Context: an optimization exercise on an open-source flow, tuned for small area, a short achievable clock period and few clock cycles per item. The choices shown serve that exercise and are no tape-out recipe.
The RTL was checked by simulation tests, not by an equivalence proof against the original design.
Power figures rest on the tool's default switching activity, not on a simulated workload.

nickel:
// SQRT
module SQRT(
	RST,
	CLK,
	IN_VALID,
	IN,
	OUT_VALID,
	OUT
);
Size in the first run: about 240 cells after synthesis, ~32 I/O pins, ~1900 sq um of cells after synthesis.
Settings: LEC_CHECK=0, CAP_MARGIN=20, CORE_MARGIN=2, CORE_UTILIZATION=60, SLEW_MARGIN=20; clock period 10.0 ns.
standard.sh (not shown) runs the stock make flow with config.mk's settings and CLKGATE_MAP_FILE= SYNTH_SCRIPT=/design/flow/synth_recipe.tcl, a recipe that flattens the netlist after the stock synthesis.
==> flow/flow/run.sh <==
#!/bin/bash
# Standard layout, except:
# - ABC maps the logic with flow/area.abc (area-oriented) instead of the speed script;
#   everything else in synthesis is the standard script (synth_recipe.tcl), so the
#   registers and their names are the standard synthesis's;
# - the smallest buffer on each input and output port;
# - timing repair aimed at a setup slack well beyond the required 0.
set -euo pipefail
W=$PWD
export BUFFER_PORTS_ARGS="-buffer_cell sky130_fd_sc_hd__buf_1"
export SETUP_SLACK_MARGIN=6.9
export CTS_ARGS="-sink_clustering_enable -repair_clock_nets -dont_use_dummy_load -sink_clustering_size 50 -sink_clustering_max_diameter 200 -root_buf sky130_fd_sc_hd__clkbuf_8 -buf_list sky130_fd_sc_hd__clkbuf_8"
export MY_ABC_SCRIPT=$W/flow/area.abc
export FLOW_SYNTH_TCL=$W/synth_recipe.tcl
sed "s#SYNTH_SCRIPT=[^ ]*#SYNTH_SCRIPT=$W/flow/my_synth.tcl#" standard.sh > my_standard.sh
grep -q "SYNTH_SCRIPT=$W/flow/my_synth.tcl" my_standard.sh
bash my_standard.sh > standard_make.log 2>&1
==> flow/flow/area.abc <==
strash
&get -n
&dch -f
&nf -R 1000
&put
topo
==> flow/flow/my_synth.tcl <==
# The standard synthesis, with its ABC mapping script replaced by the one in MY_ABC_SCRIPT.
proc abc {args} {
  set i [lsearch -exact $args -script]
  if { $i >= 0 && [info exists ::env(MY_ABC_SCRIPT)] } {
    set args [lreplace $args [expr {$i + 1}] [expr {$i + 1}] $::env(MY_ABC_SCRIPT)]
  }
  yosys abc {*}$args
}
source $::env(FLOW_SYNTH_TCL)
Testbench counts of nickel, summed over its fixed seeds: cycles 41,608, items 3,200.
Here is what was changed in the inputs of violet compared with nickel.
- CORE_UTILIZATION: 60 -> 75
--- a/flow/flow/run.sh
+++ b/flow/flow/run.sh
@@ -9,6 +9,5 @@
 W=$PWD
 export BUFFER_PORTS_ARGS="-buffer_cell sky130_fd_sc_hd__buf_1"
-export SETUP_SLACK_MARGIN=6.9
-export CTS_ARGS="-sink_clustering_enable -repair_clock_nets -dont_use_dummy_load -sink_clustering_size 50 -sink_clustering_max_diameter 200 -root_buf sky130_fd_sc_hd__clkbuf_8 -buf_list sky130_fd_sc_hd__clkbuf_8"
+export SETUP_SLACK_MARGIN=7.0
 export MY_ABC_SCRIPT=$W/flow/area.abc
 export FLOW_SYNTH_TCL=$W/synth_recipe.tcl
violet does worse than nickel on post-route total power. violet reports a higher total power per unit cell area than nickel does. Between violet and nickel, portion of total power attributed to the clock network is lower for nickel, violet comes in above that. Relative to nickel, overall global routing resource usage has increased by 6.2 points in violet. nickel has a lower shortest clock period the worst path allows after layout than violet. Per the comparison of violet with nickel, flop and latch count out of synthesis comparable; logic gate share of total power now smaller; slew at the pin closest to its max-slew limit now larger.
## Diff of input files: tundra against violet
- a change of CORE_UTILIZATION from 75 to 60
--- a/flow/flow/run.sh
+++ b/flow/flow/run.sh
@@ -9,5 +9,6 @@
 W=$PWD
 export BUFFER_PORTS_ARGS="-buffer_cell sky130_fd_sc_hd__buf_1"
-export SETUP_SLACK_MARGIN=7.0
+export SETUP_SLACK_MARGIN=6.9
+export CTS_ARGS="-sink_clustering_enable -repair_clock_nets -dont_use_dummy_load"
 export MY_ABC_SCRIPT=$W/flow/area.abc
 export FLOW_SYNTH_TCL=$W/synth_recipe.tcl
Going from violet to tundra, the number of tap cells inserted was found to have gone up by about 10%. Cell area after placement: violet vs tundra — no meaningful difference. Core utilization of the finished layout | tundra below violet. Die size: tundra exceeds violet. [compare] base=violet new=tundra: largest stage delay on the critical path did not really move; clock insertion delay at the later pin of the skew report went down; highest clock frequency the design can meet went up.

========
Another version of the RTL of SQRT (not shown whole).
Size: ~36 flip-flops, about 32 I/O pins, about 2200 um^2 of cells after synthesis.
// SQRT
module SQRT(
	RST,
	CLK,
	IN_VALID,
	IN,
	OUT_VALID,
	OUT
);
input CLK;
input RST;
input [15:0] IN;
input IN_VALID;
output [11:0] OUT;
output OUT_VALID;
reg OUT_VALID;
reg [3:0] k;        
reg [13:0] G;       
reg [2:0] L;        
reg [12:0] B;       
reg formP;          
wire idle = (k == 4'd15);
wire last = (k == 4'd0);
wire cin = formP | (|L);
wire [14:0] sum = {1'b0, G} + {2'b01, ~B} + {14'd0, cin};
wire acc = sum[14];
wire xbit = L[2] ^ ~(L[1] | L[0]);   
wire inbit = (formP | acc) ? xbit : L[2];
wire [13:0] rem = acc ? sum[13:0] : G;
wire big = (&IN[15:4]) & (|IN[3:0]);
always @(posedge CLK) begin
	if (idle) begin
		G <= big ? 14'd0 : {1'b0, IN[15:3]};
		L <= big ? 3'd0 : IN[2:0];
		formP <= 1'b0;
	end else begin
		formP <= formP | acc;
		G <= {rem[12:0], inbit};
		L <= {L[1:0], 1'b0};
	end
end
integer i;
always @(posedge CLK) begin
	for (i = 0; i < 13; i = i + 1) begin
		if (idle)
			B[i] <= (i < 11);
		else if (k == i - 1)
			B[i] <= acc;
		else if (k == i + 1)
			B[i] <= 1'b0;
	end
end
assign OUT = B[12:1];
always @(posedge CLK) begin
	if (RST)
		k <= 4'd15;
	else if (IN_VALID)
		k <= 4'd11;
	else if (!idle)
		k <= k - 4'd1;
end
always @(posedge CLK) begin
	if (RST)
		OUT_VALID <= 1'b0;
	else
		OUT_VALID <= last;
end
endmodule
Settings: LEC_CHECK=0, CAP_MARGIN=20, CORE_MARGIN=2, CORE_UTILIZATION=60, SLEW_MARGIN=20; clock period 10.0 ns.
==> flow/flow/run.sh <==
#!/bin/bash
# Standard layout, with the smallest buffer on each input and output port,
# and timing repair aimed at a setup slack well beyond the required 0.
set -euo pipefail
export BUFFER_PORTS_ARGS="-buffer_cell sky130_fd_sc_hd__buf_1"
export SETUP_SLACK_MARGIN=7.3
bash standard.sh > standard_make.log 2>&1
Testbench counts at the start, summed over its fixed seeds: cycles 41,608, items 3,200.
Edit:
--- a/flow/config.mk
+++ b/flow/config.mk
@@ -10,0 +11 @@
+export CTS_BUF_LIST = sky130_fd_sc_hd__clkbuf_4
- The changed run went through all stages and came out clean
- register-to-register slack gets better by 0.11 ns
- power fell by 4.8%
- cell area goes down by 2.4%
Edit:
==> flow/run.sh (new file) <==
#!/bin/bash
# synth_recipe.tcl (not shown) runs the flow's synth.tcl, then flattens the netlist and writes it again
# the make line also repeats each setting of config.mk as NAME=value (left out here)
make -C /OpenROAD-flow-scripts/flow DESIGN_CONFIG=/design/flow/config.mk WORK_HOME=/design/flow/orfs CLKGATE_MAP_FILE= SYNTH_SCRIPT=/design/flow/synth_recipe.tcl finish
--- a/flow/config.mk
+++ b/flow/config.mk
@@ -11 +10,0 @@
-export CTS_BUF_LIST = sky130_fd_sc_hd__clkbuf_4
removed: flow/flow/run.sh
removed: flow/standard.sh
Global-route usage goes down by 2.0 points.
Routed wire length goes down by 14%.
Worst hold slack improved by 0.0034 ns.
Power goes down by 10%.
Setup slack got worse by 0.72 ns.
Cell count goes down by 4.8%.
Fmax goes down by 20%.
Non-clock buffer count goes down by 16.
Edit:
==> flow/flow/run.sh (new file) <==
#!/bin/bash
# Standard layout, except:
# - ABC maps the logic with flow/area.abc (area-oriented) instead of the speed script;
#   everything else in synthesis is the standard script (synth_recipe.tcl), so the
#   registers and their names are the standard synthesis's;
# - the smallest buffer on each input and output port;
# - timing repair aimed at a setup slack well beyond the required 0.
set -euo pipefail
W=$PWD
export BUFFER_PORTS_ARGS="-buffer_cell sky130_fd_sc_hd__buf_1"
export SETUP_SLACK_MARGIN=6.8
export MY_ABC_SCRIPT=$W/flow/area.abc
export FLOW_SYNTH_TCL=$W/synth_recipe.tcl
sed "s#SYNTH_SCRIPT=[^ ]*#SYNTH_SCRIPT=$W/flow/my_synth.tcl#" standard.sh > my_standard.sh
grep -q "SYNTH_SCRIPT=$W/flow/my_synth.tcl" my_standard.sh
bash my_standard.sh > standard_make.log 2>&1
==> flow/flow/area.abc (new file) <==
strash
&get -n
&dch -f
&nf -R 1000
&put
topo
==> flow/flow/my_synth.tcl (new file) <==
# The standard synthesis, with its ABC mapping script replaced by the one in MY_ABC_SCRIPT.
proc abc {args} {
  set i [lsearch -exact $args -script]
  if { $i >= 0 && [info exists ::env(MY_ABC_SCRIPT)] } {
    set args [lreplace $args [expr {$i + 1}] [expr {$i + 1}] $::env(MY_ABC_SCRIPT)]
  }
  yosys abc {*}$args
}
source $::env(FLOW_SYNTH_TCL)
==> flow/standard.sh (new file) <==
#!/bin/bash
# synth_recipe.tcl (not shown) runs the flow's synth.tcl, then flattens the netlist and writes it again
# the make line also repeats each setting of config.mk as NAME=value (left out here)
make -C /OpenROAD-flow-scripts/flow DESIGN_CONFIG=/design/flow/config.mk WORK_HOME=/design/flow/orfs CLKGATE_MAP_FILE= SYNTH_SCRIPT=/design/flow/synth_recipe.tcl "${@:-finish}"
removed: flow/run.sh
Result: The new run finished with timing, DRC and antenna clean. Global-route usage shrinks by 0.22 points. Via count grows by 5.0%. Die area shrinks by 5.9%. Non-clock buffer count grows by 6. Cell count grows by 1.8%. Cell area shrinks by 6.8%. First-iteration DRC count shrinks by 9.3%. Register-to-register slack improved by 0.11 ns. Setup slack improved by 0.53 ns. Area after synthesis shrinks by 6.3%.
Edit:
==> flow/flow/area.abc (replaced) <==
strash
dch
map -a
topo
Sequential cell count stays the same.
Via count drops by 2.0%.
Final cell count climbs by 5.8%.
Final area drops by 3.0%.
Power drops by 30%.
Setup slack improved by 0.10 ns.
Non-clock buffer count drops by 3.
Routed wire length drops by 2.5%.
Die area climbs by 2.8%.
Sequential share of layout area climbs by 0.92 points.
Core utilization drops by 3.2 points.
Edit:
==> flow/flow/run.sh (replaced) <==
#!/bin/bash
# Standard layout, with the smallest buffer on each input and output port.
set -euo pipefail
export BUFFER_PORTS_ARGS="-buffer_cell sky130_fd_sc_hd__buf_1"
bash standard.sh > standard_make.log 2>&1
removed: flow/flow/area.abc
removed: flow/flow/my_synth.tcl
=> Total power is higher by 21%; sequential share of layout area fell by 0.48 points; core utilization goes down by 3.6 points; die area rises by about 3.4%; combinational power goes up by 31%; maximum frequency falls by 6.9%.

-- re-timing with driven ports --
The flow's constraints put no driver on any port. The routed layouts listed below were extracted and timed again, unchanged, in two steps. Step 1: set_driving_cell puts a clkbuf_16 on CLK and a buf_2 on each other input, an assumption about the parent block. Step 2 moves the port delays by t, midway between the first and last clock arrival at a register: inputs arrive t later, outputs are due t later. That takes back most of the time a late clock gives input paths. Slacks: no drivers / after step 1 / after step 2; pairs: no drivers / after step 1.
| run | t, ns | setup slack, ns | worst data-port slew with drivers (ns) | cell pins on the clock port's net |
|---|---|---|---|---|
| nickel | 0.296 | 7.067 / 7.069 / 6.773 | 0.03 | 1 |
| violet | 0.364 | 7.044 / 7.022 / 6.763 | 0.03 | 1 |
| tundra | 0.340 | 7.067 / 7.046 / 6.779 | 0.03 | 1 |
| the first run of note 2 | 0.317 | 7.072 / 7.069 / 6.752 | 0.05 | 1 |
| the second run of note 2 | 0.383 | 7.143 / 7.122 / 6.775 | 0.06 | 1 |
| the third run of note 2 | 0.314 | 6.422 / 6.427 / 6.113 | 0.03 | 1 |
| the fourth run of note 2 | 0.377 | 6.956 / 6.956 / 6.768 | 0.03 | 1 |
| the fifth run of note 2 | 0.358 | 7.058 / 7.034 / 6.901 | 0.03 | 1 |
| the sixth run of note 2 | 0.312 | 6.840 / 6.846 / 6.534 | 0.03 | 1 |
After both steps every run listed still meets setup and hold. For the second run of note 2, which loses most, drivers alone change the setup slack by -0.021 ns; drivers and shift together by -0.368 ns.
